What follows belongs to an exercise in optimizing a design on an open flow for small area and a short achievable clock period; a production flow would make more cautious choices. Where RTL was checked, it was by simulation tests only, not by an equivalence proof against the original. For run 1, only the layout was checked, not whether the RTL still works. Power figures rest on the tool's default switching activity, not on a simulated workload.

## flow/design.v (module list and top-level ports; edited modules follow where they fit)
// module top: 1385 lines
module top (
  input         clk,
  input         rst,
  input  [31:0] a,
  input  [31:0] b,
  output [67:0] y
);
  // ...
==> flow/flow/run.sh <==
#!/bin/bash
# Own layout flow: the standard flow, with two changes.
#  1. After the standard synthesis, polarity.py removes inverters around the full adders
#     (a netlist rewrite that keeps every register and the logic function).
#  2. Port buffers are buf_2 cells instead of the default delay-buffer cells.
# Each tool's output goes to a log file of its own in this folder.
set -euo pipefail
here=$(pwd)
R=$here/orfs/results/$FLOW_PLATFORM/top/base
bash standard.sh "$R/1_2_yosys.v" > synth.log 2>&1
cp "$R/1_2_yosys.v" "$here/1_2_yosys.std.v"
python3 flow/polarity.py "$here/1_2_yosys.std.v" "$R/1_2_yosys.v" > polarity.log 2>&1
export BUFFER_PORTS_ARGS="-buffer_cell sky130_fd_sc_hd__buf_2"
bash standard.sh > layout.log 2>&1
==> flow/flow/polarity.py <==
#!/usr/bin/env python3
"""Remove inverters around full adders in a flat sky130hd netlist from Yosys.

A full adder is self-dual: inverting its three inputs inverts both outputs. Yosys's
full-adder extraction often leaves an inverter between two adders. For each full adder
this pass checks whether computing it on inverted inputs (and so giving inverted outputs)
needs fewer inverters, counting AND2<->NAND2 swaps of single-load partial products, and
rewires it when the cell area goes down. The logic function of every register input and
output port is unchanged. Usage: polarity.py IN.v OUT.v"""
import re, sys
from collections import defaultdict

P = 'sky130_fd_sc_hd__'
AREA = {'inv': 3.7536, 'and2': 6.256, 'nand2': 3.7536}
OUTPINS = {'X', 'Y', 'Q', 'Q_N', 'COUT', 'SUM', 'HI', 'LO'}

src = open(sys.argv[1]).read()
m = re.search(r'^module\s+(\w+)\s*\(', src, re.M)
start = m.start()
endm = src.index('endmodule', start)
body = src[start:endm]
pre, post = src[:start], src[endm:]

decl_lines, ports = [], set()
cells = {}          # name -> [type, {pin: net}]
order = []
cell_re = re.compile(r'^\s*(\S+)\s+(\S+)\s*\((.*?)\);', re.S | re.M)
pin_re = re.compile(r'\.(\w+)\s*\(\s*(.*?)\s*\)\s*(?:,|$)', re.S)
header_end = body.index(';') + 1
header = body[:header_end]
rest = body[header_end:]
pos = 0
for st in re.finditer(r'[^;]*;', rest, re.S):
    s = st.group(0).strip()
    if not s:
        continue
    if re.match(r'(input|output|inout)\b', s):
        decl_lines.append(s)
        for nm in re.findall(r'([\\\w][^\s,;]*)\s*(?=[,;]|$)', s.split(']')[-1] if ']' in s else s[len(s.split()[0]):]):
            ports.add(nm.strip())
        continue
    if re.match(r'wire\b', s):
        w = re.match(r'wire\s+(\[[^\]]*\]\s*)?(.*);', s, re.S)
        nm = w.group(2).strip()
        if nm in ports:
            decl_lines.append(s)
        continue
    if s.startswith('assign'):
        raise SystemExit('polarity.py: unexpected assign: ' + s[:80])
    mm = re.match(r'(\S+)\s+(\\\S+\s|\S+)\s*\((.*)\)\s*;', s, re.S)
    if not mm:
        raise SystemExit('polarity.py: cannot parse: ' + s[:120])
    typ, name, pins = mm.group(1), mm.group(2).strip(), mm.group(3)
    pd = {}
    for pm in re.finditer(r'\.(\w+)\s*\(\s*((?:\\\S+\s)|[^()]*?)\s*\)', pins):
        pd[pm.group(1)] = pm.group(2).strip()
    cells[name] = [typ, pd]
    order.append(name)

def base(t):
    return t[len(P):].rsplit('_', 1)[0] if t.startswith(P) else t

def is_port_net(n):
    return n.split('[')[0] in ports or n in ports

drv, loads = {}, defaultdict(set)
def rebuild():
    drv.clear(); loads.clear()
    for c, (t, pd) in cells.items():
        for p, n in pd.items():
            if p in OUTPINS:
                drv[n] = (c, p)
            else:
                loads[n].add((c, p))
rebuild()

cnt = [0]
def newnet():
    cnt[0] += 1
    return f'_pol{cnt[0]}_'
def newcell():
    cnt[0] += 1
    return f'_polc{cnt[0]}_'

def connect(c, p, n):
    old = cells[c][1][p]
    if p in OUTPINS:
        if drv.get(old) == (c, p):
            del drv[old]
        drv[n] = (c, p)
    else:
        loads[old].discard((c, p))
        loads[n].add((c, p))
    cells[c][1][p] = n

def add_inv(a, y):
    c = newcell()
    cells[c] = [P + 'inv_1', {'A': a, 'Y': y}]
    order.append(c)
    drv[y] = (c, 'Y'); loads[a].add((c, 'A'))
    return c

def del_cell(c):
    t, pd = cells.pop(c)
    for p, n in pd.items():
        if p in OUTPINS:
            if drv.get(n) == (c, p):
                del drv[n]
        else:
            loads[n].discard((c, p))

def inv_loads(n):
    return [c for (c, p) in loads[n] if base(cells[c][0]) in ('inv', 'clkinv')]

def plan_input(n, fa):
    """cost and action to get ~n at one input of fa"""
    d = drv.get(n)
    if d and base(cells[d[0]][0]) in ('inv', 'clkinv'):
        m = cells[d[0]][1]['A']
        others = [l for l in loads[n] if l[0] != fa]
        cost = -AREA['inv'] if not others and not is_port_net(n) else 0.0
        return cost, ('use', m, d[0] if cost else None)
    il = inv_loads(n)
    if il:
        return 0.0, ('use', cells[il[0]][1]['Y'], None)
    if d and not is_port_net(n) and len(loads[n]) == 1:
        b = base(cells[d[0]][0])
        if b == 'and2':
            return AREA['nand2'] - AREA['and2'], ('swap', d[0], 'nand2')
        if b == 'nand2':
            return AREA['and2'] - AREA['nand2'], ('swap', d[0], 'and2')
    return AREA['inv'], ('newinv', n)

def plan_output(o):
    il = [c for c in inv_loads(o) if not is_port_net(cells[c][1]['Y'])]
    pil = [c for c in inv_loads(o) if is_port_net(cells[c][1]['Y'])]
    if len(pil) > 1:
        return None
    invs = pil + il
    rest = [l for l in loads[o] if l[0] not in invs]
    cost = -AREA['inv'] * len(invs)
    if rest or is_port_net(o) or not invs:
        cost += AREA['inv']
    return cost

def flip(fa):
    t, pd = cells[fa]
    for p in ('A', 'B', 'CIN'):
        n = pd[p]
        cost, act = plan_input(n, fa)
        if act[0] == 'use':
            connect(fa, p, act[1])
            if act[2] and not loads[n]:
                del_cell(act[2])
        elif act[0] == 'swap':
            dc = act[1]
            dt, dpd = cells[dc]
            op = 'X' if 'X' in dpd else 'Y'
            out = dpd.pop(op)
            del drv[out]
            np_ = 'Y' if act[2] == 'nand2' else 'X'
            dpd[np_] = out
            drv[out] = (dc, np_)
            cells[dc][0] = P + act[2] + '_1'
        else:
            m = newnet()
            add_inv(n, m)
            connect(fa, p, m)
    for p in ('SUM', 'COUT'):
        o = pd[p]
        il = inv_loads(o)
        pil = [c for c in il if is_port_net(cells[c][1]['Y'])]
        il = pil + [c for c in il if c not in pil]
        if il:
            target = cells[il[0]][1]['Y']
            del_cell(il[0])
            for c in il[1:]:
                q = cells[c][1]['Y']
                del_cell(c)
                for (lc, lp) in list(loads[q]):
                    connect(lc, lp, target)
            connect(fa, p, target)
            if loads[o] or is_port_net(o):
                add_inv(target, o)
        else:
            m = newnet()
            connect(fa, p, m)
            add_inv(m, o)

def area():
    a = 0
    for t, _ in cells.values():
        b = base(t)
        if b in AREA:
            a += AREA[b]
    return a

a0 = area()
for it in range(30):
    changed = 0
    for fa in list(order):
        if fa not in cells or base(cells[fa][0]) != 'fa':
            continue
        pd = cells[fa][1]
        cost = 0.0
        ok = True
        seen = set()
        for p in ('A', 'B', 'CIN'):
            n = pd[p]
            c, act = plan_input(n, fa)
            if n in seen:
                ok = False
            seen.add(n)
            cost += c
        for p in ('SUM', 'COUT'):
            c = plan_output(pd[p])
            if c is None:
                ok = False
                break
            cost += c
        if ok and cost < -0.5:
            flip(fa)
            changed += 1
    if not changed:
        break
order = [c for c in order if c in cells]

# Timing-driven input order of the full adders: the latest input goes to CIN, the fastest
# pin, and the earliest to A, the slowest. Arrival times come from a rough delay model.
FA_D = {'A': (0.60, 0.48), 'B': (0.57, 0.46), 'CIN': (0.55, 0.43)}   # (SUM, COUT)
def cell_delay(t):
    b = base(t)
    return {'inv': 0.10, 'clkinv': 0.10, 'nand2': 0.13, 'nor2': 0.15, 'ha': 0.35,
            'buf': 0.15, 'clkbuf': 0.15}.get(b, 0.20)
rebuild()
arr = {}
SEQ = ('df', 'sdf', 'edf')
def arrival(n, stack=0):
    if n in arr:
        return arr[n]
    d = drv.get(n)
    if d is None:
        arr[n] = 0.4
        return 0.4
    c, p = d
    t, pd = cells[c]
    b = base(t)
    if b.startswith(SEQ) or b in ('conb',):
        arr[n] = 0.4
        return 0.4
    ins = [pd[q] for q in pd if q not in OUTPINS]
    if b == 'fa':
        ats = {q: arrival(pd[q], stack + 1) for q in ('A', 'B', 'CIN')}
        res = {}
        for q in ('A', 'B', 'CIN'):
            res[q] = ats[q]
        su = max(res[q] + FA_D[q][0] for q in res)
        co = max(res[q] + FA_D[q][1] for q in res)
        arr[pd['SUM']] = su
        arr[pd['COUT']] = co
        return arr[n]
    a = max([arrival(x, stack + 1) for x in ins] or [0.0]) + cell_delay(t)
    for q in pd:
        if q in OUTPINS:
            arr[pd[q]] = a
    return a
import sys as _s
_s.setrecursionlimit(100000)
swaps = 0
def fa_topo():
    seen, out = set(), []
    def visit(c):
        if c in seen:
            return
        seen.add(c)
        t, pd = cells[c]
        if not base(t).startswith(SEQ):
            for q, n in pd.items():
                if q not in OUTPINS and n in drv:
                    visit(drv[n][0])
        out.append(c)
    for c in list(cells):
        visit(c)
    return out
for c in fa_topo():
    t, pd = cells[c]
    if base(t) == 'fa':
        nets = [pd['A'], pd['B'], pd['CIN']]
        ats = sorted(nets, key=lambda n: arrival(n))
        if ats != nets:
            for q in ('A', 'B', 'CIN'):
                loads[pd[q]].discard((c, q))
            pd['A'], pd['B'], pd['CIN'] = ats
            for q in ('A', 'B', 'CIN'):
                loads[pd[q]].add((c, q))
            swaps += 1
    # recompute this cell's outputs
    for q in pd:
        if q in OUTPINS:
            arr.pop(pd[q], None)
    for q in pd:
        if q in OUTPINS:
            arrival(pd[q])
sys.stderr.write(f'polarity.py: reordered the inputs of {swaps} full adders\n')
a1 = area()
sys.stderr.write(f'polarity.py: {it+1} passes, inv/and2/nand2 area {a0:.1f} -> {a1:.1f}\n')

nets = set()
for c in order:
    for n in cells[c][1].values():
        if not n.startswith("1'") and not is_port_net(n):
            nets.add(n)
out = [pre, header, '\n']
for d in decl_lines:
    out.append('  ' + d + '\n')
for n in sorted(nets):
    out.append(f'  wire {n}{" " if n.startswith(chr(92)) else ""};\n')
for c in order:
    t, pd = cells[c]
    pins = ',\n'.join(f'    .{p}({n}{" " if n.startswith(chr(92)) else ""})' for p, n in pd.items())
    out.append(f'  {t} {c}{" " if c.startswith(chr(92)) else ""} (\n{pins}\n  );\n')
out.append(post)
open(sys.argv[2], 'w').write(''.join(out))
==> flow/standard.sh <==
#!/bin/bash
# synth_recipe.tcl (not shown) runs the flow's synth.tcl, then flattens the netlist and writes it again
# the make line also repeats each setting of config.mk as NAME=value (left out here)
make -C /OpenROAD-flow-scripts/flow DESIGN_CONFIG=/design/flow/config.mk WORK_HOME=/design/flow/orfs CLKGATE_MAP_FILE= SYNTH_SCRIPT=/design/flow/synth_recipe.tcl "${@:-finish}"
==> flow/config.mk <==
export PLATFORM = sky130hd
export DESIGN_NAME = top
export DESIGN_NICKNAME = top
export VERILOG_FILES = /design/flow/design.v
export SDC_FILE = /design/flow/constraint.sdc
export NUM_CORES = 4
export LEC_CHECK = 0
export CAP_MARGIN = 20
export CORE_MARGIN = 2
export CORE_UTILIZATION = 40
export SLEW_MARGIN = 70
==> flow/constraint.sdc <==
create_clock -name core_clock -period 12.0 [get_ports {clk}]
set_input_delay 2.4000 -clock core_clock [delete_from_list [all_inputs] [get_ports {clk}]]
set_output_delay 2.4000 -clock core_clock [all_outputs]
set_load 0.01 [all_outputs]
==> reports/results.ini, run 1 <==
[job]
cap_viol_max_count = 0

[floorplanning]
die_h_um = 202
dieArea_um2 = 40700
coreArea_um2 = 38600
taps = 518

[global_route]
grt_usage = 0.184
grt_max_degree = 53
antenna_found_initial = 6

[worst_hold_path]
min_path_type = in -> async

[logic_synthesis]
syn_nets = 1979

[pwr]
power_uw = 3530
leakagePower_uw = 0.00695
p_seq_uw = 620
top_power_group = combinational logic
swShare = 0.465

[timing]
hold_viol = 0
hold_ws_ns = 2.01
rsz0062_at_grt = no
slew_headroom = 0.722
finalSetupViolations = 0
fin_ws_ns = 6.54
slew_viol_final = 0

[clock_network]
cts_max_level = 3
tritoncts = yes
cts_made_buffers = 9

[cells_and_area]
buf_share = 0.0415
seq_share = 0.166
multi_input_gates = 1143
nClkBuffers = 12
final_area_um2 = 16900
final_common_cell = nand2_1
final-seq-area_um2 = 2800
clk_share = 0.0182

[status]
status = finished clean

[critical_path]
cp_max_fo = 16
cp.arrival_ns = 5.71
crit_path_start_kind = input pin
crit_cells = 10
critPathLaunch = a[19]

[route]
wl_per_cell_um = 17.1
ant_nets = 0
avgViaCountPerCell = 5.12
met3RoutedLength_um = 2400
first_pass_iters = 5

[placed_design]
numPortBuffers = 133

==> run 2: changes to the inputs <==
--- a/flow/design.v
+++ b/flow/design.v
@@ -1,25 +1,25 @@
 module top (
   input         clk,
   input         rst,
   input  [31:0] a,
   input  [31:0] b,
   output [67:0] y
 );
-  reg [27:0] c11_r;
-  reg [27:0] c12_r;
-  reg [27:0] c21_r;
-  reg [27:0] c22_r;
+  reg [26:0] c11_r;
+  reg [26:0] c12_r;
+  reg [26:0] c21_r;
+  reg [26:0] c22_r;
   always @(posedge clk or posedge rst) begin
     if (rst) begin
-      c11_r <= 28'd0;
-      c12_r <= 28'd0;
-      c21_r <= 28'd0;
-      c22_r <= 28'd0;
+      c11_r <= 27'd0;
+      c12_r <= 27'd0;
+      c21_r <= 27'd0;
+      c22_r <= 27'd0;
     end else begin
       c11_r <= c11_d;
       c12_r <= c12_d;
       c21_r <= c21_d;
       c22_r <= c22_d;
     end
   end
   wire c11_pp1 = a[0] & b[0];
@@ -265,16 +265,18 @@
   wire c11_s243, c11_c244;
   assign {c11_c244, c11_s243} = c11_c214 + c11_s235 + c11_c216;
   wire c11_s245, c11_c246;
   assign {c11_c246, c11_s245} = c11_s237 + c11_s239 + c11_c218;
   wire c11_s247, c11_c248;
   assign {c11_c248, c11_s247} = c11_s241 + c11_c220 + c11_s243;
   wire c11_s249, c11_c250;
   assign {c11_c250, c11_s249} = c11_c222 + c11_s245 + c11_s247;
+  wire c11_s251 = c11_c224 ^ c11_s249;
+  wire c11_c252 = c11_c224 & c11_s249;
   wire c11_s253, c11_c254;
   assign {c11_c254, c11_s253} = c11_pp24 + c11_pp31 + c11_pp38;
   wire c11_s255, c11_c256;
   assign {c11_c256, c11_s255} = c11_pp45 + c11_pp52 + c11_pp59;
   wire c11_s257, c11_c258;
   assign {c11_c258, c11_s257} = c11_pp88 + c11_pp95 + c11_pp102;
   wire c11_s259, c11_c260;
   assign {c11_c260, c11_s259} = c11_pp109 + c11_pp116 + c11_pp123;
@@ -319,16 +321,18 @@
   wire c11_s303, c11_c304;
   assign {c11_c304, c11_s303} = c11_c280 + c11_c282 + c11_s297;
   wire c11_s305, c11_c306;
   assign {c11_c306, c11_s305} = c11_s299 + c11_c284 + c11_c286;
   wire c11_s307, c11_c308;
   assign {c11_c308, c11_s307} = c11_s301 + c11_s303 + c11_c288;
   wire c11_s309, c11_c310;
   assign {c11_c310, c11_s309} = c11_c290 + c11_s305 + c11_s307;
+  wire c11_s311, c11_c312;
+  assign {c11_c312, c11_s311} = c11_c292 + c11_s309 + c11_c294;
   wire c11_s313, c11_c314;
   assign {c11_c314, c11_s313} = c11_pp48 + c11_pp55 + c11_pp62;
   wire c11_s315, c11_c316;
   assign {c11_c316, c11_s315} = c11_pp112 + c11_pp119 + c11_pp126;
   wire c11_s317, c11_c318;
   assign {c11_c318, c11_s317} = c11_c298 + c11_c300 + c11_s313;
   wire c11_s319, c11_c320;
   assign {c11_c320, c11_s319} = c11_s315 + c11_c302 + c11_c304;
@@ -344,29 +348,25 @@
   assign {c11_c330, c11_s329} = c11_s325 + c11_c318 + c11_s327;
   wire c11_s331, c11_c332;
   assign {c11_c332, c11_s331} = c11_c320 + c11_s329 + c11_c322;
   wire c11_s333, c11_c334;
   assign {c11_c334, c11_s333} = c11_pp64 + c11_pp128 + c11_c326;
   wire c11_s335, c11_c336;
   assign {c11_c336, c11_s335} = c11_c328 + c11_s333 + c11_c330;
   wire [7:0] c11_lo337 = {c11_c178, c11_s177, c11_s159, c11_s145, c11_s135, c11_pp73, c11_pp1} + {c11_s199, 1'b0, 1'b0, 1'b0, 1'b0, c11_s129, c11_pp65};
-  wire [27:0] c11_d = {c11_c324, c11_c332, c11_c336, c11_s323, c11_s331, c11_s335, c11_c334, c11_lo337[7], c11_lo337[6], c11_lo337[5], c11_lo337[4], c11_lo337[3], c11_lo337[2], c11_lo337[1], c11_lo337[0], c11_c294, c11_s309, c11_c292, c11_c274, c11_s293, c11_c272, c11_s273, c11_c250, c11_s249, c11_c224, c11_s223, c11_c200, c11_c198};
+  wire [26:0] c11_d = {c11_s251, c11_c312, c11_c324, c11_c332, c11_c336, c11_s311, c11_s323, c11_s331, c11_s335, c11_c334, c11_lo337[7], c11_lo337[6], c11_lo337[5], c11_lo337[4], c11_lo337[3], c11_lo337[2], c11_lo337[1], c11_lo337[0], c11_c274, c11_s293, c11_c272, c11_c252, c11_s273, c11_c250, c11_s223, c11_c200, c11_c198};
   wire c11_s225, c11_c226;
   assign {c11_c226, c11_s225} = c11_r[0] + c11_r[1] + c11_r[2];
-  wire c11_s251 = c11_r[3] ^ c11_r[4];
-  wire c11_c252 = c11_r[3] & c11_r[4];
   wire c11_s275, c11_c276;
-  assign {c11_c276, c11_s275} = c11_r[5] + c11_r[6] + c11_c252;
+  assign {c11_c276, c11_s275} = c11_r[3] + c11_r[4] + c11_r[5];
   wire c11_s295, c11_c296;
-  assign {c11_c296, c11_s295} = c11_r[7] + c11_r[8] + c11_r[9];
-  wire c11_s311, c11_c312;
-  assign {c11_c312, c11_s311} = c11_r[10] + c11_r[11] + c11_r[12];
-  wire [11:0] c11_hs338 = {1'b0, {1'b0, c11_r[21], c11_r[22], c11_r[23], c11_r[24], c11_s311, c11_s295, c11_s275, c11_c226, c11_s225}, c11_r[20]} + {1'b0, {1'b0, c11_r[25], c11_r[26], c11_r[27], c11_c312, c11_c296, c11_c276, 1'b0, c11_s251, 1'b0}, c11_r[20]};
-  assign y[16:0] = {c11_hs338[10:1], {c11_r[19], c11_r[18], c11_r[17], c11_r[16], c11_r[15], c11_r[14], c11_r[13]}};
+  assign {c11_c296, c11_s295} = c11_r[6] + c11_r[7] + c11_r[8];
+  wire [11:0] c11_hs338 = {1'b0, {1'b0, c11_r[17], c11_r[18], c11_r[19], c11_r[20], c11_r[21], c11_s295, c11_s275, c11_c226, c11_s225}, c11_r[16]} + {1'b0, {1'b0, c11_r[22], c11_r[23], c11_r[24], c11_r[25], c11_c296, c11_c276, 1'b0, c11_r[26], 1'b0}, c11_r[16]};
+  assign y[16:0] = {c11_hs338[10:1], {c11_r[15], c11_r[14], c11_r[13], c11_r[12], c11_r[11], c11_r[10], c11_r[9]}};
   wire c12_pp1 = a[0] & b[8];
   wire c12_pp2 = a[0] & b[9];
   wire c12_pp3 = a[0] & b[10];
   wire c12_pp4 = a[0] & b[11];
   wire c12_pp5 = a[0] & b[12];
   wire c12_pp6 = a[0] & b[13];
   wire c12_pp7 = a[0] & b[14];
   wire c12_pp8 = a[0] & b[15];
@@ -605,16 +605,18 @@
   wire c12_s243, c12_c244;
   assign {c12_c244, c12_s243} = c12_c214 + c12_s235 + c12_c216;
   wire c12_s245, c12_c246;
   assign {c12_c246, c12_s245} = c12_s237 + c12_s239 + c12_c218;
   wire c12_s247, c12_c248;
   assign {c12_c248, c12_s247} = c12_s241 + c12_c220 + c12_s243;
   wire c12_s249, c12_c250;
   assign {c12_c250, c12_s249} = c12_c222 + c12_s245 + c12_s247;
+  wire c12_s251 = c12_c224 ^ c12_s249;
+  wire c12_c252 = c12_c224 & c12_s249;
   wire c12_s253, c12_c254;
   assign {c12_c254, c12_s253} = c12_pp24 + c12_pp31 + c12_pp38;
   wire c12_s255, c12_c256;
   assign {c12_c256, c12_s255} = c12_pp45 + c12_pp52 + c12_pp59;
   wire c12_s257, c12_c258;
   assign {c12_c258, c12_s257} = c12_pp88 + c12_pp95 + c12_pp102;
   wire c12_s259, c12_c260;
   assign {c12_c260, c12_s259} = c12_pp109 + c12_pp116 + c12_pp123;
@@ -659,16 +661,18 @@
   wire c12_s303, c12_c304;
   assign {c12_c304, c12_s303} = c12_c280 + c12_c282 + c12_s297;
   wire c12_s305, c12_c306;
   assign {c12_c306, c12_s305} = c12_s299 + c12_c284 + c12_c286;
   wire c12_s307, c12_c308;
   assign {c12_c308, c12_s307} = c12_s301 + c12_s303 + c12_c288;
   wire c12_s309, c12_c310;
   assign {c12_c310, c12_s309} = c12_c290 + c12_s305 + c12_s307;
+  wire c12_s311, c12_c312;
+  assign {c12_c312, c12_s311} = c12_c292 + c12_s309 + c12_c294;
   wire c12_s313, c12_c314;
   assign {c12_c314, c12_s313} = c12_pp48 + c12_pp55 + c12_pp62;
   wire c12_s315, c12_c316;
   assign {c12_c316, c12_s315} = c12_pp112 + c12_pp119 + c12_pp126;
   wire c12_s317, c12_c318;
   assign {c12_c318, c12_s317} = c12_c298 + c12_c300 + c12_s313;
   wire c12_s319, c12_c320;
   assign {c12_c320, c12_s319} = c12_s315 + c12_c302 + c12_c304;
@@ -684,29 +688,25 @@
   assign {c12_c330, c12_s329} = c12_s325 + c12_c318 + c12_s327;
   wire c12_s331, c12_c332;
   assign {c12_c332, c12_s331} = c12_c320 + c12_s329 + c12_c322;
   wire c12_s333, c12_c334;
   assign {c12_c334, c12_s333} = c12_pp64 + c12_pp128 + c12_c326;
   wire c12_s335, c12_c336;
   assign {c12_c336, c12_s335} = c12_c328 + c12_s333 + c12_c330;
   wire [7:0] c12_lo337 = {c12_c178, c12_s177, c12_s159, c12_s145, c12_s135, c12_pp73, c12_pp1} + {c12_s199, 1'b0, 1'b0, 1'b0, 1'b0, c12_s129, c12_pp65};
-  wire [27:0] c12_d = {c12_c324, c12_c332, c12_c336, c12_s323, c12_s331, c12_s335, c12_c334, c12_lo337[7], c12_lo337[6], c12_lo337[5], c12_lo337[4], c12_lo337[3], c12_lo337[2], c12_lo337[1], c12_lo337[0], c12_c294, c12_s309, c12_c292, c12_c274, c12_s293, c12_c272, c12_s273, c12_c250, c12_s249, c12_c224, c12_s223, c12_c200, c12_c198};
+  wire [26:0] c12_d = {c12_s251, c12_c312, c12_c324, c12_c332, c12_c336, c12_s311, c12_s323, c12_s331, c12_s335, c12_c334, c12_lo337[7], c12_lo337[6], c12_lo337[5], c12_lo337[4], c12_lo337[3], c12_lo337[2], c12_lo337[1], c12_lo337[0], c12_c274, c12_s293, c12_c272, c12_c252, c12_s273, c12_c250, c12_s223, c12_c200, c12_c198};
   wire c12_s225, c12_c226;
   assign {c12_c226, c12_s225} = c12_r[0] + c12_r[1] + c12_r[2];
-  wire c12_s251 = c12_r[3] ^ c12_r[4];
-  wire c12_c252 = c12_r[3] & c12_r[4];
   wire c12_s275, c12_c276;
-  assign {c12_c276, c12_s275} = c12_r[5] + c12_r[6] + c12_c252;
+  assign {c12_c276, c12_s275} = c12_r[3] + c12_r[4] + c12_r[5];
   wire c12_s295, c12_c296;
-  assign {c12_c296, c12_s295} = c12_r[7] + c12_r[8] + c12_r[9];
-  wire c12_s311, c12_c312;
-  assign {c12_c312, c12_s311} = c12_r[10] + c12_r[11] + c12_r[12];
-  wire [11:0] c12_hs338 = {1'b0, {1'b0, c12_r[21], c12_r[22], c12_r[23], c12_r[24], c12_s311, c12_s295, c12_s275, c12_c226, c12_s225}, c12_r[20]} + {1'b0, {1'b0, c12_r[25], c12_r[26], c12_r[27], c12_c312, c12_c296, c12_c276, 1'b0, c12_s251, 1'b0}, c12_r[20]};
-  assign y[33:17] = {c12_hs338[10:1], {c12_r[19], c12_r[18], c12_r[17], c12_r[16], c12_r[15], c12_r[14], c12_r[13]}};
+  assign {c12_c296, c12_s295} = c12_r[6] + c12_r[7] + c12_r[8];
+  wire [11:0] c12_hs338 = {1'b0, {1'b0, c12_r[17], c12_r[18], c12_r[19], c12_r[20], c12_r[21], c12_s295, c12_s275, c12_c226, c12_s225}, c12_r[16]} + {1'b0, {1'b0, c12_r[22], c12_r[23], c12_r[24], c12_r[25], c12_c296, c12_c276, 1'b0, c12_r[26], 1'b0}, c12_r[16]};
+  assign y[33:17] = {c12_hs338[10:1], {c12_r[15], c12_r[14], c12_r[13], c12_r[12], c12_r[11], c12_r[10], c12_r[9]}};
   wire c21_pp1 = a[16] & b[0];
   wire c21_pp2 = a[16] & b[1];
   wire c21_pp3 = a[16] & b[2];
   wire c21_pp4 = a[16] & b[3];
   wire c21_pp5 = a[16] & b[4];
   wire c21_pp6 = a[16] & b[5];
   wire c21_pp7 = a[16] & b[6];
   wire c21_pp8 = a[16] & b[7];
@@ -945,16 +945,18 @@
   wire c21_s243, c21_c244;
   assign {c21_c244, c21_s243} = c21_c214 + c21_s235 + c21_c216;
   wire c21_s245, c21_c246;
   assign {c21_c246, c21_s245} = c21_s237 + c21_s239 + c21_c218;
   wire c21_s247, c21_c248;
   assign {c21_c248, c21_s247} = c21_s241 + c21_c220 + c21_s243;
   wire c21_s249, c21_c250;
   assign {c21_c250, c21_s249} = c21_c222 + c21_s245 + c21_s247;
+  wire c21_s251 = c21_c224 ^ c21_s249;
+  wire c21_c252 = c21_c224 & c21_s249;
   wire c21_s253, c21_c254;
   assign {c21_c254, c21_s253} = c21_pp24 + c21_pp31 + c21_pp38;
   wire c21_s255, c21_c256;
   assign {c21_c256, c21_s255} = c21_pp45 + c21_pp52 + c21_pp59;
   wire c21_s257, c21_c258;
   assign {c21_c258, c21_s257} = c21_pp88 + c21_pp95 + c21_pp102;
   wire c21_s259, c21_c260;
   assign {c21_c260, c21_s259} = c21_pp109 + c21_pp116 + c21_pp123;
@@ -999,16 +1001,18 @@
   wire c21_s303, c21_c304;
   assign {c21_c304, c21_s303} = c21_c280 + c21_c282 + c21_s297;
   wire c21_s305, c21_c306;
   assign {c21_c306, c21_s305} = c21_s299 + c21_c284 + c21_c286;
   wire c21_s307, c21_c308;
   assign {c21_c308, c21_s307} = c21_s301 + c21_s303 + c21_c288;
   wire c21_s309, c21_c310;
   assign {c21_c310, c21_s309} = c21_c290 + c21_s305 + c21_s307;
+  wire c21_s311, c21_c312;
+  assign {c21_c312, c21_s311} = c21_c292 + c21_s309 + c21_c294;
   wire c21_s313, c21_c314;
   assign {c21_c314, c21_s313} = c21_pp48 + c21_pp55 + c21_pp62;
   wire c21_s315, c21_c316;
   assign {c21_c316, c21_s315} = c21_pp112 + c21_pp119 + c21_pp126;
   wire c21_s317, c21_c318;
   assign {c21_c318, c21_s317} = c21_c298 + c21_c300 + c21_s313;
   wire c21_s319, c21_c320;
   assign {c21_c320, c21_s319} = c21_s315 + c21_c302 + c21_c304;
@@ -1024,29 +1028,25 @@
   assign {c21_c330, c21_s329} = c21_s325 + c21_c318 + c21_s327;
   wire c21_s331, c21_c332;
   assign {c21_c332, c21_s331} = c21_c320 + c21_s329 + c21_c322;
   wire c21_s333, c21_c334;
   assign {c21_c334, c21_s333} = c21_pp64 + c21_pp128 + c21_c326;
   wire c21_s335, c21_c336;
   assign {c21_c336, c21_s335} = c21_c328 + c21_s333 + c21_c330;
   wire [7:0] c21_lo337 = {c21_c178, c21_s177, c21_s159, c21_s145, c21_s135, c21_pp73, c21_pp1} + {c21_s199, 1'b0, 1'b0, 1'b0, 1'b0, c21_s129, c21_pp65};
-  wire [27:0] c21_d = {c21_c324, c21_c332, c21_c336, c21_s323, c21_s331, c21_s335, c21_c334, c21_lo337[7], c21_lo337[6], c21_lo337[5], c21_lo337[4], c21_lo337[3], c21_lo337[2], c21_lo337[1], c21_lo337[0], c21_c294, c21_s309, c21_c292, c21_c274, c21_s293, c21_c272, c21_s273, c21_c250, c21_s249, c21_c224, c21_s223, c21_c200, c21_c198};
+  wire [26:0] c21_d = {c21_s251, c21_c312, c21_c324, c21_c332, c21_c336, c21_s311, c21_s323, c21_s331, c21_s335, c21_c334, c21_lo337[7], c21_lo337[6], c21_lo337[5], c21_lo337[4], c21_lo337[3], c21_lo337[2], c21_lo337[1], c21_lo337[0], c21_c274, c21_s293, c21_c272, c21_c252, c21_s273, c21_c250, c21_s223, c21_c200, c21_c198};
   wire c21_s225, c21_c226;
   assign {c21_c226, c21_s225} = c21_r[0] + c21_r[1] + c21_r[2];
-  wire c21_s251 = c21_r[3] ^ c21_r[4];
-  wire c21_c252 = c21_r[3] & c21_r[4];
   wire c21_s275, c21_c276;
-  assign {c21_c276, c21_s275} = c21_r[5] + c21_r[6] + c21_c252;
+  assign {c21_c276, c21_s275} = c21_r[3] + c21_r[4] + c21_r[5];
   wire c21_s295, c21_c296;
-  assign {c21_c296, c21_s295} = c21_r[7] + c21_r[8] + c21_r[9];
-  wire c21_s311, c21_c312;
-  assign {c21_c312, c21_s311} = c21_r[10] + c21_r[11] + c21_r[12];
-  wire [11:0] c21_hs338 = {1'b0, {1'b0, c21_r[21], c21_r[22], c21_r[23], c21_r[24], c21_s311, c21_s295, c21_s275, c21_c226, c21_s225}, c21_r[20]} + {1'b0, {1'b0, c21_r[25], c21_r[26], c21_r[27], c21_c312, c21_c296, c21_c276, 1'b0, c21_s251, 1'b0}, c21_r[20]};
-  assign y[50:34] = {c21_hs338[10:1], {c21_r[19], c21_r[18], c21_r[17], c21_r[16], c21_r[15], c21_r[14], c21_r[13]}};
+  assign {c21_c296, c21_s295} = c21_r[6] + c21_r[7] + c21_r[8];
+  wire [11:0] c21_hs338 = {1'b0, {1'b0, c21_r[17], c21_r[18], c21_r[19], c21_r[20], c21_r[21], c21_s295, c21_s275, c21_c226, c21_s225}, c21_r[16]} + {1'b0, {1'b0, c21_r[22], c21_r[23], c21_r[24], c21_r[25], c21_c296, c21_c276, 1'b0, c21_r[26], 1'b0}, c21_r[16]};
+  assign y[50:34] = {c21_hs338[10:1], {c21_r[15], c21_r[14], c21_r[13], c21_r[12], c21_r[11], c21_r[10], c21_r[9]}};
   wire c22_pp1 = a[16] & b[8];
   wire c22_pp2 = a[16] & b[9];
   wire c22_pp3 = a[16] & b[10];
   wire c22_pp4 = a[16] & b[11];
   wire c22_pp5 = a[16] & b[12];
   wire c22_pp6 = a[16] & b[13];
   wire c22_pp7 = a[16] & b[14];
   wire c22_pp8 = a[16] & b[15];
@@ -1285,16 +1285,18 @@
   wire c22_s243, c22_c244;
   assign {c22_c244, c22_s243} = c22_c214 + c22_s235 + c22_c216;
   wire c22_s245, c22_c246;
   assign {c22_c246, c22_s245} = c22_s237 + c22_s239 + c22_c218;
   wire c22_s247, c22_c248;
   assign {c22_c248, c22_s247} = c22_s241 + c22_c220 + c22_s243;
   wire c22_s249, c22_c250;
   assign {c22_c250, c22_s249} = c22_c222 + c22_s245 + c22_s247;
+  wire c22_s251 = c22_c224 ^ c22_s249;
+  wire c22_c252 = c22_c224 & c22_s249;
   wire c22_s253, c22_c254;
   assign {c22_c254, c22_s253} = c22_pp24 + c22_pp31 + c22_pp38;
   wire c22_s255, c22_c256;
   assign {c22_c256, c22_s255} = c22_pp45 + c22_pp52 + c22_pp59;
   wire c22_s257, c22_c258;
   assign {c22_c258, c22_s257} = c22_pp88 + c22_pp95 + c22_pp102;
   wire c22_s259, c22_c260;
   assign {c22_c260, c22_s259} = c22_pp109 + c22_pp116 + c22_pp123;
@@ -1339,16 +1341,18 @@
   wire c22_s303, c22_c304;
   assign {c22_c304, c22_s303} = c22_c280 + c22_c282 + c22_s297;
   wire c22_s305, c22_c306;
   assign {c22_c306, c22_s305} = c22_s299 + c22_c284 + c22_c286;
   wire c22_s307, c22_c308;
   assign {c22_c308, c22_s307} = c22_s301 + c22_s303 + c22_c288;
   wire c22_s309, c22_c310;
   assign {c22_c310, c22_s309} = c22_c290 + c22_s305 + c22_s307;
+  wire c22_s311, c22_c312;
+  assign {c22_c312, c22_s311} = c22_c292 + c22_s309 + c22_c294;
   wire c22_s313, c22_c314;
   assign {c22_c314, c22_s313} = c22_pp48 + c22_pp55 + c22_pp62;
   wire c22_s315, c22_c316;
   assign {c22_c316, c22_s315} = c22_pp112 + c22_pp119 + c22_pp126;
   wire c22_s317, c22_c318;
   assign {c22_c318, c22_s317} = c22_c298 + c22_c300 + c22_s313;
   wire c22_s319, c22_c320;
   assign {c22_c320, c22_s319} = c22_s315 + c22_c302 + c22_c304;
@@ -1364,22 +1368,18 @@
   assign {c22_c330, c22_s329} = c22_s325 + c22_c318 + c22_s327;
   wire c22_s331, c22_c332;
   assign {c22_c332, c22_s331} = c22_c320 + c22_s329 + c22_c322;
   wire c22_s333, c22_c334;
   assign {c22_c334, c22_s333} = c22_pp64 + c22_pp128 + c22_c326;
   wire c22_s335, c22_c336;
   assign {c22_c336, c22_s335} = c22_c328 + c22_s333 + c22_c330;
   wire [7:0] c22_lo337 = {c22_c178, c22_s177, c22_s159, c22_s145, c22_s135, c22_pp73, c22_pp1} + {c22_s199, 1'b0, 1'b0, 1'b0, 1'b0, c22_s129, c22_pp65};
-  wire [27:0] c22_d = {c22_c324, c22_c332, c22_c336, c22_s323, c22_s331, c22_s335, c22_c334, c22_lo337[7], c22_lo337[6], c22_lo337[5], c22_lo337[4], c22_lo337[3], c22_lo337[2], c22_lo337[1], c22_lo337[0], c22_c294, c22_s309, c22_c292, c22_c274, c22_s293, c22_c272, c22_s273, c22_c250, c22_s249, c22_c224, c22_s223, c22_c200, c22_c198};
+  wire [26:0] c22_d = {c22_s251, c22_c312, c22_c324, c22_c332, c22_c336, c22_s311, c22_s323, c22_s331, c22_s335, c22_c334, c22_lo337[7], c22_lo337[6], c22_lo337[5], c22_lo337[4], c22_lo337[3], c22_lo337[2], c22_lo337[1], c22_lo337[0], c22_c274, c22_s293, c22_c272, c22_c252, c22_s273, c22_c250, c22_s223, c22_c200, c22_c198};
   wire c22_s225, c22_c226;
   assign {c22_c226, c22_s225} = c22_r[0] + c22_r[1] + c22_r[2];
-  wire c22_s251 = c22_r[3] ^ c22_r[4];
-  wire c22_c252 = c22_r[3] & c22_r[4];
   wire c22_s275, c22_c276;
-  assign {c22_c276, c22_s275} = c22_r[5] + c22_r[6] + c22_c252;
+  assign {c22_c276, c22_s275} = c22_r[3] + c22_r[4] + c22_r[5];
   wire c22_s295, c22_c296;
-  assign {c22_c296, c22_s295} = c22_r[7] + c22_r[8] + c22_r[9];
-  wire c22_s311, c22_c312;
-  assign {c22_c312, c22_s311} = c22_r[10] + c22_r[11] + c22_r[12];
-  wire [11:0] c22_hs338 = {1'b0, {1'b0, c22_r[21], c22_r[22], c22_r[23], c22_r[24], c22_s311, c22_s295, c22_s275, c22_c226, c22_s225}, c22_r[20]} + {1'b0, {1'b0, c22_r[25], c22_r[26], c22_r[27], c22_c312, c22_c296, c22_c276, 1'b0, c22_s251, 1'b0}, c22_r[20]};
-  assign y[67:51] = {c22_hs338[10:1], {c22_r[19], c22_r[18], c22_r[17], c22_r[16], c22_r[15], c22_r[14], c22_r[13]}};
+  assign {c22_c296, c22_s295} = c22_r[6] + c22_r[7] + c22_r[8];
+  wire [11:0] c22_hs338 = {1'b0, {1'b0, c22_r[17], c22_r[18], c22_r[19], c22_r[20], c22_r[21], c22_s295, c22_s275, c22_c226, c22_s225}, c22_r[16]} + {1'b0, {1'b0, c22_r[22], c22_r[23], c22_r[24], c22_r[25], c22_c296, c22_c276, 1'b0, c22_r[26], 1'b0}, c22_r[16]};
+  assign y[67:51] = {c22_hs338[10:1], {c22_r[15], c22_r[14], c22_r[13], c22_r[12], c22_r[11], c22_r[10], c22_r[9]}};
 endmodule
==> flow/config.mk (replaced) <==
export PLATFORM = sky130hd
export DESIGN_NAME = top
export DESIGN_NICKNAME = top
export VERILOG_FILES = /design/flow/design.v
export SDC_FILE = /design/flow/constraint.sdc
export NUM_CORES = 4
export LEC_CHECK = 0
export CAP_MARGIN = 20
export CORE_MARGIN = 2
export CORE_UTILIZATION = 40
export SLEW_MARGIN = 40
==> run 2 against run 1 <==
  * Still clean on timing, DRC and antenna
  * Via count down 0.13%
  * Critical path depth unchanged
  * Cell count down 0.30%
  * Final area down 0.96%
  * Die area down 0.65%
  * Worst hold slack better by 0.074 ns
  * Non-clock buffer count down 1
  * Wire length up 1.6%
  * First-iteration DRC count up 18%
  * Critical endpoint is now c22_r[16]
  * Highest routed layer unchanged
==> reports/results.ini, run 2 <==
[status]
status = finished clean

[timing]
finalSetupViolations = 0  ; unchanged
min_period_over_period = 0.458
fmax_mhz = 182
min_period_ns = 5.49
hold_ws_ns = 2.09  ; +0.0742 ns
slew_viol_final = 0  ; unchanged
hold_viol = 0  ; unchanged
worst_pin_slew_ns = 0.588
rsz0062_at_grt = no
fin_ws_ns = 6.51  ; -0.0356 ns
slew_headroom = 0.608  ; -0.114
setup-tns-final_ns = 0

[global_route]
grt_overflow = 0
grt_usage = 0.188  ; +0.00486
grt_max_degree = 61  ; +15%
antenna_found_initial = 2  ; -4
grt_pass1_wl_um = 59700
first_global_vias = 11697

[critical_path]
critPathMaxStageDelay_ns = 0.53
crit_path_start_kind = input pin
cp_slowest_cell = fa_1
cp.arrival_ns = 5.75  ; +0.04 ns
crit_required_ns = 12.26
cp_max_fo = 16  ; unchanged
cpMostUsedCell = fa_1
cp_cell_sequence = buf_2 > nand2_1 > fa_1 > fa_1 > fa_1 > fa_1 > fa_1 > inv_1 > ha_1 > a31o_2
end_kind = flip-flop
crit_type = in -> reg

[cells_and_area]
final_cell_mix = nand2_1 (517), fa_1 (412), buf_2 (133)
multi_input_area_um2 = 12000
final_common_cell = nand2_1
drive_above_1_share = 0.111
area_growth_pct = 7.48
final-seq-area_um2 = 2700  ; -3.6%
n_fill_cell = 3699
fin_nets = 2029

[clock_network]
tritoncts = yes
cts_hold_buffers = 0
post-cts-setup-buffers = 0
clock_sinks = 108
post_cts_resized = 0
root_buffer = clkbuf_16
cts_made_buffers = 9  ; unchanged
cts_max_path_buffers = 2
clk_pin_slew_worst_paths_ns = 0.07
cts_max_level = 3  ; unchanged

[floorplanning]
ios = 134
dieArea_um2 = 40500  ; -0.65%
die_x_um = 201
floorplan.initialDensity = 0.404
coreArea_um2 = 38500  ; -0.47%
die_h_um = 201  ; -0.33%
row_count = 72

[pwr]
power_density_nw_per_um2 = 201
comb_power_share = 0.732
switchingPower_uw = 1550
seqPwrFrac = 0.179
swShare = 0.461  ; -0.00369
intPower_uw = 1810
power_frac_clock = 0.088
leakagePower_uw = 0.00685  ; -1.4%
ir_drop_mv = 0.175

[route]
drc_errors = 0
wl_um = 35200
vias = 10371
first_pass_iters = 5  ; unchanged
drt_iter0_markers = 634
ant_nets = 0  ; unchanged
wl_per_cell_um = 17.4  ; +1.9%
avgViaCountPerCell = 5.13  ; +0.17%

[logic_synthesis]
syn_avg_cell_area_um2 = 10.8
synth_area_um2 = 15500
syn_inst = 1446
ys_warn_count = 1
syn_nets = 1976  ; -0.15%

[placed_design]
pre_cts_slack_ns = 6.13
dp_hpwl_um = 28900
numPortBuffers = 133  ; unchanged
place.gp.congestion = 0.836

[job]
cap_viol_max_count = 0  ; unchanged

[worst_hold_path]
min_path_type = in -> async

-- run 2: per-stage QoR --
| stage | cells | util | total power (uW) | instance area [um2] |
|---|---|---|---|---|
| 6_report | 2023 | 0.434 | 3360 | 16700 |
| 5_1_grt | 2023 | 0.434 | 3790 | 16700 |
| 4_1_cts | 2022 | 0.434 | 3470 | 16700 |
| 3_5_place_dp | 2006 | 0.427 | 3150 | 16400 |
| 3_3_place_gp | 2006 | 0.427 | 3120 | 16400 |
| 2_1_floorplan | 1446 | - | 2470 | 15500 |
-- run 2: worst max path at each step --
stage / from / to / slack [ns] / depth (start not counted)
after detailed placement: b[11] / c22_r[16] / 6.13 / 10
after floorplan: a[0] / c11_r[16] / 6.36 / 10
after global routing: b[26] / c12_r[15] / 6.37 / 9
final: b[11] / c22_r[16] / 6.51 / 10
after CTS: b[11] / c22_r[16] / 6.53 / 10
after global placement: a[22] / c21_r[16] / 6.17 / 10
-- run 2: area by class of cell --
cell class                      instances  share of cell area
Clock inverter                          6             0.00329
Timing Repair Buffer                  134              0.0405
Tap cell                              518              0.0388
Sequential cell                       108               0.162
Antenna cell                            1            0.000150
Inverter                               98              0.0222
Multi-Input combinational cell       1148               0.720
Clock buffer                           10              0.0137
-- run 2: worst max-delay path, delay by kind of cell --
kind / cells / cell delay [ns]
buf+inv: 2 / 0.40
simple gates: 1 / 0.15
fa+ha+maj: 6 / 2.55
compound gates: 1 / 0.24
-- run 2: layer usage --
metal	share of wire	track usage	vias up
met1	0.39	0.244	5550
met5	0.00031	0	-
li1	-	-	4422
met2	0.53	0.333	353
met4	0.018	0.0481	2
met3	0.061	0.0275	44
-- run 2: power by group through the flow --
stage,clock network (uW),logic [uW],registers [uW]
2_1_floorplan,0,1870,598
3_3_place_gp,0,2510,612
3_5_place_dp,0,2540,614
4_1_cts,307,2550,608
5_1_grt,321,2850,622
6_report,296,2460,602
==> run 3: changes to the inputs <==
--- a/flow/config.mk
+++ b/flow/config.mk
@@ -8,4 +8,4 @@
 export CAP_MARGIN = 20
 export CORE_MARGIN = 2
 export CORE_UTILIZATION = 40
-export SLEW_MARGIN = 40
+export SLEW_MARGIN = 70
==> run 3 against run 2 <==
  * Critical endpoint unchanged
  * Setup slack better by 0.0082 ns
  * Synthesized area is the same
  * Worst hold slack got worse by 0.082 ns
  * Largest cell class unchanged
  * Wire length increased by 0.78%
  * Cell count unchanged
  * Highest routed layer is now met4
==> reports/results.ini, run 3 <==
[timing]
setup-tns-final_ns = 0  ; unchanged
fin_ws_ns = 6.52  ; +0.00817 ns
rsz0062_at_grt = no
worst_pin_slew_ns = 0.446  ; -0.142 ns
finalSetupViolations = 0  ; unchanged
hold_viol = 0  ; unchanged
slew_headroom = 0.702  ; +0.0944
slew_viol_final = 0  ; unchanged
fmax_mhz = 182  ; +0.15%
min_period_over_period = 0.457  ; -0.000681
min_period_ns = 5.48  ; -0.00817 ns

[route]
wl_um = 35500  ; +0.78%
wl_per_cell_um = 17.6  ; +0.78%
first_pass_iters = 7  ; +2
vias = 10384  ; +0.13%
avgViaCountPerCell = 5.13  ; +0.13%
drc_errors = 0  ; unchanged
drt_iter0_markers = 716  ; +13%
ant_nets = 0  ; unchanged

[critical_path]
crit_path_start_kind = input pin
cpMostUsedCell = fa_1
cp.arrival_ns = 5.75  ; about the same
cp_num_buf_inv = 2  ; unchanged
crit_required_ns = 12.26  ; about the same
cp_cell_sequence = buf_2 > nand2_1 > fa_1 > fa_1 > fa_1 > fa_1 > inv_1 > ha_1 > ha_1 > a31o_2
cp_slowest_cell = fa_1
crit_type = in -> reg
end_kind = flip-flop
crit_family = adder cells
cp_max_fo = 16  ; unchanged
critPathMaxStageDelay_ns = 0.54  ; about the same

[cells_and_area]
final_common_cell = nand2_1
drive_above_1_share = 0.114  ; +0.00258
fin_nets = 2030  ; +0.049%
final_cell_mix = nand2_1 (517), fa_1 (412), buf_2 (133)
multi_input_area_um2 = 12000  ; +0.10%
final-seq-area_um2 = 2700  ; unchanged
antenna_cells = 0  ; -1
area_growth_pct = 8.03
n_fill_cell = 3700  ; +0.027%

[clock_network]
clock_sinks = 108  ; unchanged
cts_made_buffers = 9  ; unchanged
cts_max_level = 3  ; unchanged
cts_max_path_buffers = 2  ; unchanged
clk_pin_slew_worst_paths_ns = 0.07  ; about the same
cts_hold_buffers = 0  ; unchanged
tritoncts = yes
root_buffer = clkbuf_16
post-cts-setup-buffers = 0  ; unchanged
post_cts_resized = 0  ; unchanged

[floorplanning]
row_count = 72  ; unchanged
floorplan.initialDensity = 0.404  ; unchanged
die_x_um = 201  ; unchanged
ios = 134  ; unchanged
dieArea_um2 = 40500  ; unchanged
coreArea_um2 = 38500  ; unchanged
die_h_um = 201  ; unchanged

[logic_synthesis]
synth_area_um2 = 15500  ; unchanged
syn_inst = 1446  ; unchanged
syn_nets = 1976  ; unchanged
syn_avg_cell_area_um2 = 10.8  ; unchanged
ys_warn_count = 1  ; unchanged

[job]
cap_viol_max_count = 0  ; unchanged

[placed_design]
numPortBuffers = 133  ; unchanged
dp_hpwl_um = 29000  ; about the same
pre_cts_slack_ns = 6.13  ; -0.00775 ns
place.gp.congestion = 0.836  ; unchanged

[global_route]
grt_pass1_wl_um = 60400  ; +1.1%
grt_overflow = 0  ; unchanged
first_global_vias = 11817  ; +1.0%
antenna_found_initial = 2  ; unchanged
grt_usage = 0.190  ; +0.00203
grt_max_degree = 50  ; -18%

[status]
status = finished clean

[pwr]
power_density_nw_per_um2 = 203  ; +0.92%
leakagePower_uw = 0.00688  ; +0.38%
ir_drop_mv = 0.198  ; +13%

[worst_hold_path]
min_path_type = in -> async

==> run 3: cell type report <==
class                   instances  share of cell area
clock buffers                   9              0.0134
clock inverters                 7             0.00626
flip-flops and latches        108               0.161
multi-input cells            1148               0.717
inverters                      98              0.0223
well taps                     518              0.0386
repair buffers                135              0.0417
==> run 3: report_power, final <==
part           internal, uW  switching [uW]
clock network           187             150
registers               542            59.5
logic                  1110            1360
total                  1840            1570
==> run 3: worst max-delay path by stage <==
| stage | startpoint | endpoint | slack, ns | cells past startpoint |
|---|---|---|---|---|
| after floorplan | a[0] | c11_r[16] | 6.36 | 10 |
| after global placement | a[22] | c21_r[16] | 6.17 | 10 |
| after detailed placement | a[22] | c22_r[16] | 6.13 | 10 |
| after CTS | a[22] | c22_r[16] | 6.52 | 10 |
| after global routing | b[26] | c12_r[15] | 6.36 | 9 |
| final | b[11] | c22_r[16] | 6.52 | 10 |
==> run 3: metal layers <==
layer | vias up | share of wire | track usage
met5 | - | 0 | 0
met4 | 0 | 0.020 | 0.0500
met3 | 40 | 0.065 | 0.0296
met2 | 385 | 0.53 | 0.334
met1 | 5538 | 0.39 | 0.247
li1 | 4421 | - | -
==> run 3: metrics by stage <==
stage | util | power, uW | instances | area [um2] | hold slack [ns]
6_report | 0.437 | 3410 | 2023 | 16800 | 2.00
5_1_grt | 0.437 | 3830 | 2023 | 16800 | 2.04
4_1_cts | 0.437 | 3510 | 2023 | 16800 | 2.01
3_5_place_dp | 0.428 | 3160 | 2007 | 16500 | 2.41
3_3_place_gp | 0.427 | 3120 | 2006 | 16400 | 2.49
2_1_floorplan | - | 2470 | 1446 | 15500 | 2.64
==> run 4: changes to the inputs <==
--- a/flow/config.mk
+++ b/flow/config.mk
@@ -7,5 +7,6 @@
 export LEC_CHECK = 0
 export CAP_MARGIN = 20
 export CORE_MARGIN = 2
-export CORE_UTILIZATION = 40
+export CORE_UTILIZATION = 60
+export PLACE_DENSITY = 0.75
 export SLEW_MARGIN = 70
==> run 4 against run 3 <==
  * Clock power shrank 8.3%
  * Critical path depth is the same
  * Utilization grew 22 points
  * Clock-buffer cell count grew 3
  * Worst hold slack gained 0.0027 ns
  * Sequential share of layout area grew 0.25 points
  * Synthesized area is the same
  * Critical path type unchanged
  * Largest cell class unchanged
==> reports/results.ini, run 4 <==
[placed_design]
numPortBuffers = 133  ; unchanged
place.gp.congestion = 0.897  ; +7.2%
dp_hpwl_um = 27100  ; -6.4%

[floorplanning]
row_count = 58  ; -19%
ios = 134  ; unchanged
floorplan.initialDensity = 0.614  ; +0.210
die_h_um = 165  ; -18%
coreArea_um2 = 25300  ; -34%
die_x_um = 165  ; -18%
dieArea_um2 = 27200  ; -33%

[global_route]
antenna_found_initial = 1  ; -1
grt_overflow = 0  ; unchanged
grt_usage = 0.276  ; +0.0852
grt_pass1_wl_um = 57200  ; -5.3%
first_global_vias = 11904  ; +0.74%
grt_max_degree = 45  ; -10%

[job]
cap_viol_max_count = 0  ; unchanged

[timing]
fmax_mhz = 181  ; -0.52%
min_period_ns = 5.51  ; +0.0287 ns
slew_viol_final = 0  ; unchanged
worst_pin_slew_ns = 0.437  ; -0.00893 ns
hold_viol = 0  ; unchanged
slew_headroom = 0.708  ; +0.00595
setup-tns-final_ns = 0  ; unchanged
finalSetupViolations = 0  ; unchanged
rsz0062_at_grt = no
min_period_over_period = 0.459  ; +0.00239

[logic_synthesis]
ys_warn_count = 1  ; unchanged
syn_avg_cell_area_um2 = 10.8  ; unchanged
syn_inst = 1446  ; unchanged
synth_area_um2 = 15500  ; unchanged
syn_nets = 1976  ; unchanged

[clock_network]
post-cts-setup-buffers = 0  ; unchanged
cts_hold_buffers = 0  ; unchanged
cts_max_level = 3  ; unchanged
tritoncts = yes
post_cts_resized = 0  ; unchanged
clock_sinks = 108  ; unchanged
cts_max_path_buffers = 2  ; unchanged
clk_pin_slew_worst_paths_ns = 0.07  ; about the same
root_buffer = clkbuf_16
cts_made_buffers = 9  ; unchanged

[cells_and_area]
n_fill_cell = 1980  ; -46%
final_common_cell = nand2_1
area_growth_pct = 6.36
final_cell_mix = nand2_1 (517), fa_1 (412), buf_2 (133)
fin_nets = 2030  ; unchanged
final_core_util = 0.653  ; +0.216
drive_above_1_share = 0.113  ; -0.000664

[critical_path]
cp.arrival_ns = 5.76  ; about the same
cp_max_fo = 16  ; unchanged
critPathLaunch = b[11]
crit_type = in -> reg
end_kind = flip-flop
crit_path_start_kind = input pin
crit_required_ns = 12.25  ; about the same
critical_path.endpoint = c12_r[16]

[route]
drt_iter0_markers = 912  ; +27%
ant_nets = 0  ; unchanged
wl_per_cell_um = 18.4  ; +4.8%
first_pass_iters = 6  ; -1
wl_um = 33800  ; -4.9%
avgViaCountPerCell = 5.84  ; +14%
drc_errors = 0  ; unchanged
vias = 10715  ; +3.2%

[pwr]
power_uw = 3350  ; -1.8%
power_density_nw_per_um2 = 202  ; -0.24%
ir_drop_mv = 0.131  ; -34%
leakagePower_uw = 0.00687  ; -0.15%

[status]
status = finished clean

[worst_hold_path]
min_path_type = in -> async

## run 4: cell types whose count changed in the layout (fill, tap and decap cells not counted)
cell / previous run / this run
inv_6: 3 / 0
clkinv_2: 0 / 2
diode_2: 0 / 1
bufinv_16: 2 / 1
clkbuf_8: 0 / 2
inv_8: 2 / 1
clkbuf_1: 0 / 1
## run 4: worst max-delay path, stage by stage
cell     delay, ns
buf_2         0.32
nand2_1       0.15
fa_1          0.52
fa_1          0.48
fa_1          0.54
fa_1          0.50
inv_1         0.04
ha_1          0.27
ha_1          0.30
a31o_2        0.23
## run 4: through the flow
step | setup slack, ns | hold WS (ns) | std cells | area [um2]
floorplan | 6.36 | 2.64 | 1446 | 15500
detailed placement | 6.14 | 2.43 | 1819 | 16200
global route | 6.38 | 2.04 | 1836 | 16500
CTS | 6.52 | 2.05 | 1835 | 16500
finish | 6.49 | 2.01 | 1836 | 16500
global placement | 6.21 | 2.47 | 1818 | 16200
## run 4: how the worst min path moves through the flow
stage,startpoint,endpoint,slack (ns),cells after the start
6_report,rst,c22_r[26],2.01,2
5_1_grt,rst,c22_r[26],2.04,2
4_1_cts,rst,c22_r[26],2.05,2
3_5_place_dp,rst,c22_r[26],2.43,2
3_3_place_gp,rst,c22_r[26],2.47,2
2_1_floorplan,a[8],c12_r[9],2.64,2
## run 4: routing by layer
layer / GRT usage / up-vias / share of wire
li1: - / 4430 / -
met1: 0.342 / 5634 / 0.34
met2: 0.486 / 552 / 0.53
met3: 0.0445 / 99 / 0.087
met4: 0.109 / 0 / 0.038
met5: 0 / - / 0
## run 4: cell type report
cell class                 count  area, um2  area share
clock inverter                 4       47.5     0.00287
multi-input combinational   1148      12000       0.728
sequential                   108       2700       0.163
tap                          330        413      0.0250
clock buffer                  12        256      0.0155
antenna                        1       2.50    0.000151
inverter                      98        375      0.0227
timing repair buffer         135        701      0.0424
## run 4: report_power, final
| group | internal (uW) | switching, uW |
|---|---|---|
| combinational | 1110 | 1320 |
| clock | 173 | 136 |
| sequential | 543 | 59.1 |
==> run 5: changes to the inputs <==
==> flow/flow/run.sh (replaced) <==
#!/bin/bash
# Own layout flow: the standard flow, with two changes.
#  1. After the standard synthesis, polarity.py removes inverters around the full adders
#     and orders each full adder's inputs by arrival time (a netlist rewrite that keeps
#     every register and the logic function).
#  2. Input ports get buf_4 buffers (each drives 16 gates) and output ports buf_1
#     buffers, instead of the default delay-buffer cells.
# Each tool's output goes to a log file of its own in this folder.
set -euo pipefail
here=$(pwd)
R=$here/orfs/results/$FLOW_PLATFORM/top/base
bash standard.sh "$R/1_2_yosys.v" > synth.log 2>&1
cp "$R/1_2_yosys.v" "$here/1_2_yosys.std.v"
python3 flow/polarity.py "$here/1_2_yosys.std.v" "$R/1_2_yosys.v" > polarity.log 2>&1
export BUFFER_PORTS_ARGS="-inputs -buffer_cell sky130_fd_sc_hd__buf_4"
export POST_GLOBAL_PLACE_TCL="$here/flow/outbuf.tcl"
bash standard.sh > layout.log 2>&1
==> flow/flow/outbuf.tcl (new file) <==
# Buffer the output ports (the input ports were buffered before global placement).
buffer_ports -outputs -buffer_cell sky130_fd_sc_hd__buf_1
--- a/flow/config.mk
+++ b/flow/config.mk
@@ -7,6 +7,5 @@
 export LEC_CHECK = 0
 export CAP_MARGIN = 20
 export CORE_MARGIN = 2
-export CORE_UTILIZATION = 60
-export PLACE_DENSITY = 0.75
+export CORE_UTILIZATION = 40
 export SLEW_MARGIN = 70
==> run 5 against run 4 <==
  * Die area is 49% higher
  * Utilization is 22 points lower
  * Synthesized area stayed put
  * Power is 0.39% lower
  * Sequential share of layout area is 0.30 points lower
  * Non-clock buffer count stayed put
  * Clock-buffer cell count is 2 lower
  * Combinational power hardly changed
  * Flip-flop and latch count stayed put
  * Global-route usage is 8.7 points lower
  * Largest cell class unchanged
  * Largest power group unchanged
  * Highest routed layer unchanged
==> reports/results.ini, run 5 <==
[status]
status = finished clean

[timing]
min_period_over_period = 0.446  ; -0.0131
slew_headroom = 0.769  ; +0.0606
rsz0062_at_grt = no
slew_viol_final = 0  ; unchanged
worst_pin_slew_ns = 0.347  ; -0.0910 ns
finalSetupViolations = 0  ; unchanged
fin_ws_ns = 6.64  ; +0.157 ns
fmax_mhz = 187  ; +2.9%
hold_viol = 0  ; unchanged
min_period_ns = 5.36  ; -0.157 ns
setup-tns-final_ns = 0  ; unchanged

[floorplanning]
die_h_um = 201  ; +22%
dieArea_um2 = 40500  ; +49%
coreArea_um2 = 38500  ; +52%
floorplan.initialDensity = 0.404  ; -0.210
row_count = 72  ; +24%
die_x_um = 201  ; +22%
ios = 134  ; unchanged

[clock_network]
cts_made_buffers = 9  ; unchanged
cts_hold_buffers = 0  ; unchanged
cts_max_level = 3  ; unchanged
root_buffer = clkbuf_16
post-cts-setup-buffers = 0  ; unchanged
tritoncts = yes
clock_sinks = 108  ; unchanged
clk_pin_slew_worst_paths_ns = 0.07  ; about the same
post_cts_resized = 0  ; unchanged
cts_max_path_buffers = 2  ; unchanged

[critical_path]
crit_path_start_kind = input pin
crit_required_ns = 12.26  ; about the same
cp_max_fo = 16  ; unchanged
cp.arrival_ns = 5.61  ; -0.15 ns
crit_type = in -> reg
end_kind = flip-flop

[placed_design]
dp_hpwl_um = 29000  ; +6.9%
place_inst = 2007  ; +10%
pre_cts_slack_ns = 6.26  ; +0.116 ns
numPortBuffers = 133  ; unchanged

[pwr]
power_density_nw_per_um2 = 198  ; -2.2%
ir_drop_mv = 0.189  ; +44%
leakagePower_uw = 0.00673  ; -2.0%

[cells_and_area]
area_growth_pct = 8.34
fin_nets = 2030  ; unchanged
final-seq-area_um2 = 2700  ; unchanged
final_common_cell = nand2_1
n_fill_cell = 3662  ; +85%
antenna_cells = 0  ; -1
final_cell_mix = nand2_1 (517), fa_1 (412), dfrtp_1 (108)
drive_above_1_share = 0.0684  ; -0.0445
multi_input_area_um2 = 12000  ; unchanged
stdcell_count = 2023  ; +10%

[logic_synthesis]
syn_nets = 1976  ; unchanged
ys_warn_count = 1  ; unchanged
syn_avg_cell_area_um2 = 10.8  ; unchanged
syn_inst = 1446  ; unchanged
synth_area_um2 = 15500  ; unchanged

[global_route]
first_global_vias = 11558  ; -2.9%
grt_max_degree = 51  ; +13%
grt_usage = 0.189  ; -0.0868
antenna_found_initial = 0  ; -1
grt_pass1_wl_um = 59600  ; +4.2%
grt_overflow = 0  ; unchanged

[route]
wl_um = 35800  ; +5.9%
drt_iter0_markers = 582  ; -36%
vias = 10377  ; -3.2%
avgViaCountPerCell = 5.13  ; -12%
drc_errors = 0  ; unchanged
wl_per_cell_um = 17.7  ; -3.8%
ant_nets = 0  ; unchanged
first_pass_iters = 7  ; +1

[job]
cap_viol_max_count = 0  ; unchanged

[worst_hold_path]
min_path_type = in -> async

[run 5: changes by cell type in the layout (fill, tap and decap cells not counted), moves of 2 or more]
cell,change
buf_1,+68
buf_2,-133
buf_4,+65
clkinv_2,-2
inv_6,+3
[run 5: final timing paths]
| check | from | to | slack [ns] | cells after the start |
|---|---|---|---|---|
| min in group core_clock | a[16] | c22_r[9] | 2.54 | 3 |
| max in group asynchronous | rst | c11_r[18] | 9.26 | 4 |
| max | b[8] | c22_r[16] | 6.64 | 10 |
| min | rst | c22_r[15] | 2.01 | 2 |
[run 5: worst max-delay path, stage by stage]
cell,delay [ns]
buf_4,0.21
nand2_1,0.11
fa_1,0.51
fa_1,0.57
fa_1,0.44
fa_1,0.49
inv_1,0.04
ha_1,0.27
ha_1,0.31
a31o_2,0.24
[run 5: power by group]
| part | total (uW) | leakage, uW | switching (uW) | internal (uW) |
|---|---|---|---|---|
| logic | 2410 | 0.00526 | 1370 | 1050 |
| registers | 606 | 0.00132 | 63.7 | 543 |
| clock network | 313 | 0.000149 | 160 | 153 |
[run 5: metal layers]
| metal | GRT usage | wire length [um] | vias to the layer above |
|---|---|---|---|
| li1 | - | - | 4423 |
| met1 | 0.246 | 13800 | 5556 |
| met2 | 0.333 | 19000 | 353 |
| met3 | 0.0326 | 2330 | 45 |
| met4 | 0.0397 | 624 | 0 |
| met5 | 0 | 0 | - |
[run 5: layout make-up]
| type | count | area share |
|---|---|---|
| Clock inverter | 6 | 0.00371 |
| Clock buffer | 10 | 0.0142 |
| Tap cell | 518 | 0.0385 |
| Inverter | 98 | 0.0223 |
| Sequential cell | 108 | 0.160 |
| Timing Repair Buffer | 135 | 0.0462 |
| Multi-Input combinational cell | 1148 | 0.715 |
[run 5: stage by stage]
stage	total power, uW	util	hold slack [ns]	instance area (um2)
4_1_cts	3450	0.438	2.01	16800
3_3_place_gp	2920	0.422	2.50	16200
5_1_grt	3770	0.438	2.03	16800
3_5_place_dp	3120	0.430	2.41	16500
2_1_floorplan	2470	-	2.64	15500
6_report	3330	0.438	2.01	16800

==> afterwards: timing with drivers on the ports <==
The flow's constraints put no driver on any port. The routed layouts listed below were extracted and timed again, unchanged, in two steps.
Step 1, drivers: a clkbuf_16 drives clk and a buf_2 each remaining input, both assumed.
Step 2 adds t to the input delays and takes it off the output delays; t is the mean of the earliest and latest rising clock arrival at the registers after step 1. Input paths then give back, and output paths get back, about the clock's delay inside the block.
Slacks: no drivers / after step 1 / after step 2; pairs: no drivers / after step 1.
run	shift t [ns]	slack for setup (ns)	hold WS [ns]	clock arrival spread, ns	worst register clock-pin slew, ns
run 1	0.414	6.543 / 6.565 / 6.150	2.013 / 1.982 / 2.397	0.007 / 0.007	0.07 / 0.07
run 2	0.421	6.508 / 6.504 / 6.083	2.087 / 2.055 / 2.477	0.007 / 0.007	0.07 / 0.07
run 3	0.423	6.516 / 6.504 / 6.081	2.005 / 1.972 / 2.395	0.009 / 0.010	0.08 / 0.08
run 4	0.409	6.487 / 6.504 / 6.095	2.008 / 1.979 / 2.388	0.008 / 0.007	0.07 / 0.07
run 5	0.417	6.644 / 6.635 / 6.217	2.008 / 1.981 / 2.399	0.014 / 0.013	0.09 / 0.09
After both steps every run listed still meets setup and hold. The setup slack of run 3, which loses most, moves by -0.012 ns with the drivers and by -0.435 ns with both steps.
